Context: an optimization exercise on an open-source flow, tuned for small area, a short achievable clock period and few clock cycles per item. The choices shown serve that exercise and are no tape-out recipe. RTL that was checked went through simulation tests only; none was proved equivalent to the original. Power is estimated from default activity; no workload was simulated.

== garnet ==
Design matrix2x2_mult, start of the top module:
module matrix2x2_mult (
    input       clk,
    input       rst,
    input       start,
    input [7:0]  a00, a01,
    input [7:0]  a10, a11,
    input [7:0]  b00, b01,
    input [7:0]  b10, b11,
    output [16:0] c00, c01,
    output [16:0] c10, c11,
    output done
);
clock: 7.0 ns
lec_check: 0
cap_margin: 20
core_margin: 2
core_utilization: 65
cts_buf_list: sky130_fd_sc_hd__clkbuf_16
cts_cluster_diameter: 150
cts_cluster_size: 30
setup_slack_margin: 4.0
slew_margin: 20
synth_hierarchical: 1
synth_minimum_keep_size: 0
standard.sh (not shown) runs the stock make flow with config.mk's settings and CLKGATE_MAP_FILE= SYNTH_SCRIPT=/design/flow/synth_recipe.tcl, a recipe that flattens the netlist after the stock synthesis.
==> flow/flow/run.sh <==
#!/bin/bash
# The standard layout, with plain buffers (buf_2) on the ports instead of the
# delay buffer buffer_ports picks by default.
set -euo pipefail
bash standard.sh "BUFFER_PORTS_ARGS=-buffer_cell sky130_fd_sc_hd__buf_2" finish > standard_flow.log 2>&1
Modified inputs, onyx compared to garnet
Settings: SETUP_SLACK_MARGIN now 4.3, was 4.0.
Results
The lower register cell area after layout came out of garnet. On non-clock buffer share of cell area: onyx sits above garnet. [compare] base=garnet new=onyx: post-route non-filler standard cell count increased about 0.4%, reg-to-reg setup timing slack climbed 0.17 ns.
What indigo does differently from onyx at the input level:
Settings: a change of SETUP_SLACK_MARGIN from 4.3 to 4.6.
### Flow results
indigo: all stages complete, timing, DRC and antenna checks passed. Post-detailed-route wirelength per cell ends up lower on onyx. Relative to onyx, setup slack has increased by 0.023 ns in indigo. Lower total power was reported by onyx, not indigo. Relative to onyx, the upper clock frequency limit of indigo is higher by 0.0033 GHz. Worst hold margin delta for indigo relative to onyx: 0.013 ns lower. Summary of indigo over onyx: fraction of area in registers shrank by 3.0 points, number of stages on the worst setup path neither gained nor lost much.
No functional check of the RTL was part of any run of this note.

---

Another version of the RTL of matrix2x2_mult (not shown whole).
Size: roughly 360 flip-flops, roughly 20000 um^2 of cells after synthesis.
Settings: LEC_CHECK=0, CAP_MARGIN=20, CORE_MARGIN=2, CORE_UTILIZATION=75, CTS_BUF_LIST=sky130_fd_sc_hd__clkbuf_16, CTS_CLUSTER_DIAMETER=150, CTS_CLUSTER_SIZE=30, SETUP_SLACK_MARGIN=4.3, SLEW_MARGIN=20, SYNTH_HIERARCHICAL=1, SYNTH_MINIMUM_KEEP_SIZE=0; clock period 7.0 ns.
==> flow/flow/run.sh <==
#!/bin/bash
# The standard layout, with plain buffers (buf_1) on the ports instead of the
# delay buffer buffer_ports picks by default.
set -euo pipefail
bash standard.sh "BUFFER_PORTS_ARGS=-buffer_cell sky130_fd_sc_hd__buf_1" finish > standard_flow.log 2>&1
Testbench counts at the start, summed over its fixed seeds: cycles 16,016, items 16,000.
Next try:
--- a/flow/config.mk
+++ b/flow/config.mk
@@ -8,5 +8,5 @@
 export CAP_MARGIN = 20
 export CORE_MARGIN = 2
-export CORE_UTILIZATION = 75
+export CORE_UTILIZATION = 65
 export CTS_BUF_LIST = sky130_fd_sc_hd__clkbuf_16
 export CTS_CLUSTER_DIAMETER = 150
Routed wire length came out lower by 11%.
Die area grows by 15%.
Core utilization came out lower by 11 points.
Next try:
--- a/flow/config.mk
+++ b/flow/config.mk
@@ -12,5 +12,5 @@
 export CTS_CLUSTER_DIAMETER = 150
 export CTS_CLUSTER_SIZE = 30
-export SETUP_SLACK_MARGIN = 4.3
+export SETUP_SLACK_MARGIN = 4.2
 export SLEW_MARGIN = 20
 export SYNTH_HIERARCHICAL = 1
Setup slack is worse by 100 ps.
Routed wire length is lower slightly.
Combinational power is lower by a few percent.
Die area stays the same.
Register-to-register slack is worse by 100 ps.

---

Another version of the RTL of matrix2x2_mult (not shown whole).
Size: ~18000 µm² of cells after synthesis.
==> flow/config.mk <==
export PLATFORM = sky130hd
export DESIGN_NAME = matrix2x2_mult
export DESIGN_NICKNAME = matrix2x2_mult
export VERILOG_FILES = /design/flow/design.v
export SDC_FILE = /design/flow/constraint.sdc
export NUM_CORES = 4
export LEC_CHECK = 0
export CAP_MARGIN = 20
export CORE_MARGIN = 2
export CORE_UTILIZATION = 65
export CTS_BUF_LIST = sky130_fd_sc_hd__clkbuf_16
export CTS_CLUSTER_DIAMETER = 150
export CTS_CLUSTER_SIZE = 30
export SETUP_SLACK_MARGIN = 4.2
export SLEW_MARGIN = 20
export SYNTH_HIERARCHICAL = 1
export SYNTH_MINIMUM_KEEP_SIZE = 0
==> flow/constraint.sdc <==
create_clock -name core_clock -period 7.0 [get_ports {clk}]
set_input_delay 1.4000 -clock core_clock [delete_from_list [all_inputs] [get_ports {clk}]]
set_output_delay 1.4000 -clock core_clock [all_outputs]
set_load 0.01 [all_outputs]
==> flow/flow/run.sh <==
#!/bin/bash
# The standard layout with two changes: plain buf_1 port buffers instead of
# the delay buffer buffer_ports picks by default, and the AOI cells that
# ABC upsized to drive strength 2 during synthesis put back at drive
# strength 1 before placement (timing repair upsizes any that need it).
set -euo pipefail
PB="BUFFER_PORTS_ARGS=-buffer_cell sky130_fd_sc_hd__buf_1"
NET="$PWD/orfs/results/sky130hd/matrix2x2_mult/base/1_2_yosys.v"
bash standard.sh "$PB" "$NET" > synth_flow.log 2>&1
python3 flow/downsize.py "$NET" > downsize.log 2>&1
bash standard.sh "$PB" finish > layout_flow.log 2>&1
==> flow/flow/downsize.py <==
#!/usr/bin/env python3
"""Put the AOI cells that ABC's upsizing left at drive strength 2 back at
drive strength 1 in the synthesized netlist (same function and pins; timing
repair later upsizes any that need it)."""
import re
import sys

path = sys.argv[1]
text = open(path).read()
swaps = {'sky130_fd_sc_hd__a21oi_2': 'sky130_fd_sc_hd__a21oi_1',
         'sky130_fd_sc_hd__a21boi_2': 'sky130_fd_sc_hd__a21boi_1'}
for old, new in swaps.items():
    n = len(re.findall(r'\b%s\b' % old, text))
    text = re.sub(r'\b%s\b' % old, new, text)
    print('%s -> %s: %d' % (old, new, n))
open(path, 'w').write(text)
The starting point produced a clean layout.
Testbench counts at the start, summed over its fixed seeds: cycles 16,016, items 16,000.
Edit:
==> flow/flow/run.sh (replaced) <==
#!/bin/bash
# The standard layout, with plain buffers (buf_1) on the ports instead of the
# delay buffer buffer_ports picks by default.
set -euo pipefail
bash standard.sh "BUFFER_PORTS_ARGS=-buffer_cell sky130_fd_sc_hd__buf_1" finish > standard_flow.log 2>&1
removed: flow/flow/downsize.py
What happened: Setup slack improved by 19 ps; register-to-register slack improved by 20 ps; via count went down slightly; total power increases slightly; cell area came out higher slightly; clock power is about the same; hold slack hardly moves; non-clock buffer count falls by 8; maximum frequency came out higher slightly; clock skew hardly moves; wire length barely changes.
Edit:
--- a/flow/config.mk
+++ b/flow/config.mk
@@ -9,3 +9,3 @@
 export CORE_MARGIN = 2
-export CORE_UTILIZATION = 65
+export CORE_UTILIZATION = 60
 export CTS_BUF_LIST = sky130_fd_sc_hd__clkbuf_16
Result:
- synthesized cell count is unchanged
- final area is about the same
- setup slack is worse by 11 ps
- clock power grows by about 0.8%
- sequential share of layout area is about the same
- critical path depth goes up by 1
- power rose by 0.74%
- combinational power rises by about 1%
Edit:
--- a/flow/config.mk
+++ b/flow/config.mk
@@ -9,3 +9,3 @@
 export CORE_MARGIN = 2
-export CORE_UTILIZATION = 60
+export CORE_UTILIZATION = 65
 export CTS_BUF_LIST = sky130_fd_sc_hd__clkbuf_16
@@ -13,3 +13,3 @@
 export CTS_CLUSTER_SIZE = 30
-export SETUP_SLACK_MARGIN = 4.2
+export SETUP_SLACK_MARGIN = 4.0
 export SLEW_MARGIN = 20
What happened: Sequential cell count does not change; worst setup slack loses 160 ps; routed wire length is lower slightly; final cell count shrinks slightly; clock-buffer cell count stays the same; via count grows slightly; first-iteration DRC count came out higher by a quarter to a third; non-clock buffer count is lower by 12; die area decreases by a little under a tenth; total power shrinks by a few percent.
Edit:
--- a/flow/config.mk
+++ b/flow/config.mk
@@ -13,3 +13,3 @@
 export CTS_CLUSTER_SIZE = 30
-export SETUP_SLACK_MARGIN = 4.0
+export SETUP_SLACK_MARGIN = 4.15
 export SLEW_MARGIN = 20
The changed run completed without violations.
Synthesized area stays the same.
Register-to-register slack gets better by 100 ps.
Wire length rose by 0.51%.
Power increases by 3.8%.
Global-route usage is about the same.
Die area is unchanged.
Critical path depth does not change.
Maximum frequency is higher by 3.7%.
Worst hold slack barely changes.
Clock-buffer cell count stays the same.
Edit:
==> flow/flow/run.sh (replaced) <==
#!/bin/bash
# The standard layout with two changes: plain buf_1 port buffers instead of
# the delay buffer buffer_ports picks by default, and the AOI cells that
# ABC upsized to drive strength 2 during synthesis put back at drive
# strength 1 before placement (timing repair upsizes any that need it).
set -euo pipefail
PB="BUFFER_PORTS_ARGS=-buffer_cell sky130_fd_sc_hd__buf_1"
NET="$PWD/orfs/results/sky130hd/matrix2x2_mult/base/1_2_yosys.v"
bash standard.sh "$PB" "$NET" > synth_flow.log 2>&1
python3 flow/downsize.py "$NET" > downsize.log 2>&1
bash standard.sh "$PB" finish > layout_flow.log 2>&1
==> flow/flow/downsize.py (new file) <==
#!/usr/bin/env python3
"""Put the AOI cells that ABC's upsizing left at drive strength 2 back at
drive strength 1 in the synthesized netlist (same function and pins; timing
repair later upsizes any that need it)."""
import re
import sys

path = sys.argv[1]
text = open(path).read()
swaps = {'sky130_fd_sc_hd__a21oi_2': 'sky130_fd_sc_hd__a21oi_1',
         'sky130_fd_sc_hd__a21boi_2': 'sky130_fd_sc_hd__a21boi_1'}
for old, new in swaps.items():
    n = len(re.findall(r'\b%s\b' % old, text))
    text = re.sub(r'\b%s\b' % old, new, text)
    print('%s -> %s: %d' % (old, new, n))
open(path, 'w').write(text)
--- a/flow/config.mk
+++ b/flow/config.mk
@@ -13,3 +13,3 @@
 export CTS_CLUSTER_SIZE = 30
-export SETUP_SLACK_MARGIN = 4.15
+export SETUP_SLACK_MARGIN = 4.0
 export SLEW_MARGIN = 20
Clock-buffer cell count is unchanged.
Fmax drops by 4.4%.
Sequential share of layout area stays flat.
Global-route usage drops by 0.21 points.

static timing again, ports no longer ideal:
In the flow no input, the clock included, has a driving cell. The finished layouts below were timed again as built, in two steps.
Step 1 sets driving cells, clkbuf_16 on the clock port and buf_2 on the other inputs (assumed; they add their load-dependent delay and slew).
Step 2 also shifts input and output timing later by t, the mid clock arrival at the registers, as if the neighbouring blocks saw the same clock.
a / b / c = ideal / step 1 / step 2; a / b = the first two.
| run | t, ns | setup WS [ns] | clock arrival spread, ns | pins driven straight from the clock port |
|---|---|---|---|---|
| garnet | 0.557 | 4.176 / 4.176 / 4.176 | 0.016 / 0.016 | 1 |
| onyx | 0.559 | 4.350 / 4.350 / 4.350 | 0.016 / 0.016 | 1 |
| indigo | 0.560 | 4.373 / 4.373 / 4.373 | 0.020 / 0.020 | 1 |
| the first run of note 2 | 0.561 | 4.282 / 4.282 / 4.282 | 0.017 / 0.017 | 1 |
| the second run of note 2 | 0.559 | 4.341 / 4.341 / 4.341 | 0.012 / 0.012 | 1 |
| the third run of note 2 | 0.561 | 4.241 / 4.241 / 4.241 | 0.015 / 0.015 | 1 |
| the first run of note 3 | 0.551 | 4.239 / 4.239 / 4.239 | 0.023 / 0.024 | 1 |
| the second run of note 3 | 0.550 | 4.258 / 4.258 / 4.258 | 0.022 / 0.022 | 1 |
| the third run of note 3 | 0.549 | 4.247 / 4.247 / 4.247 | 0.015 / 0.016 | 1 |
| the fourth run of note 3 | 0.548 | 4.086 / 4.086 / 4.086 | 0.022 / 0.022 | 1 |
| the fifth run of note 3 | 0.552 | 4.191 / 4.191 / 4.191 | 0.027 / 0.026 | 1 |
| the sixth run of note 3 | 0.548 | 4.061 / 4.061 / 4.061 | 0.020 / 0.020 | 1 |
After both steps setup and hold are still met in every run listed.
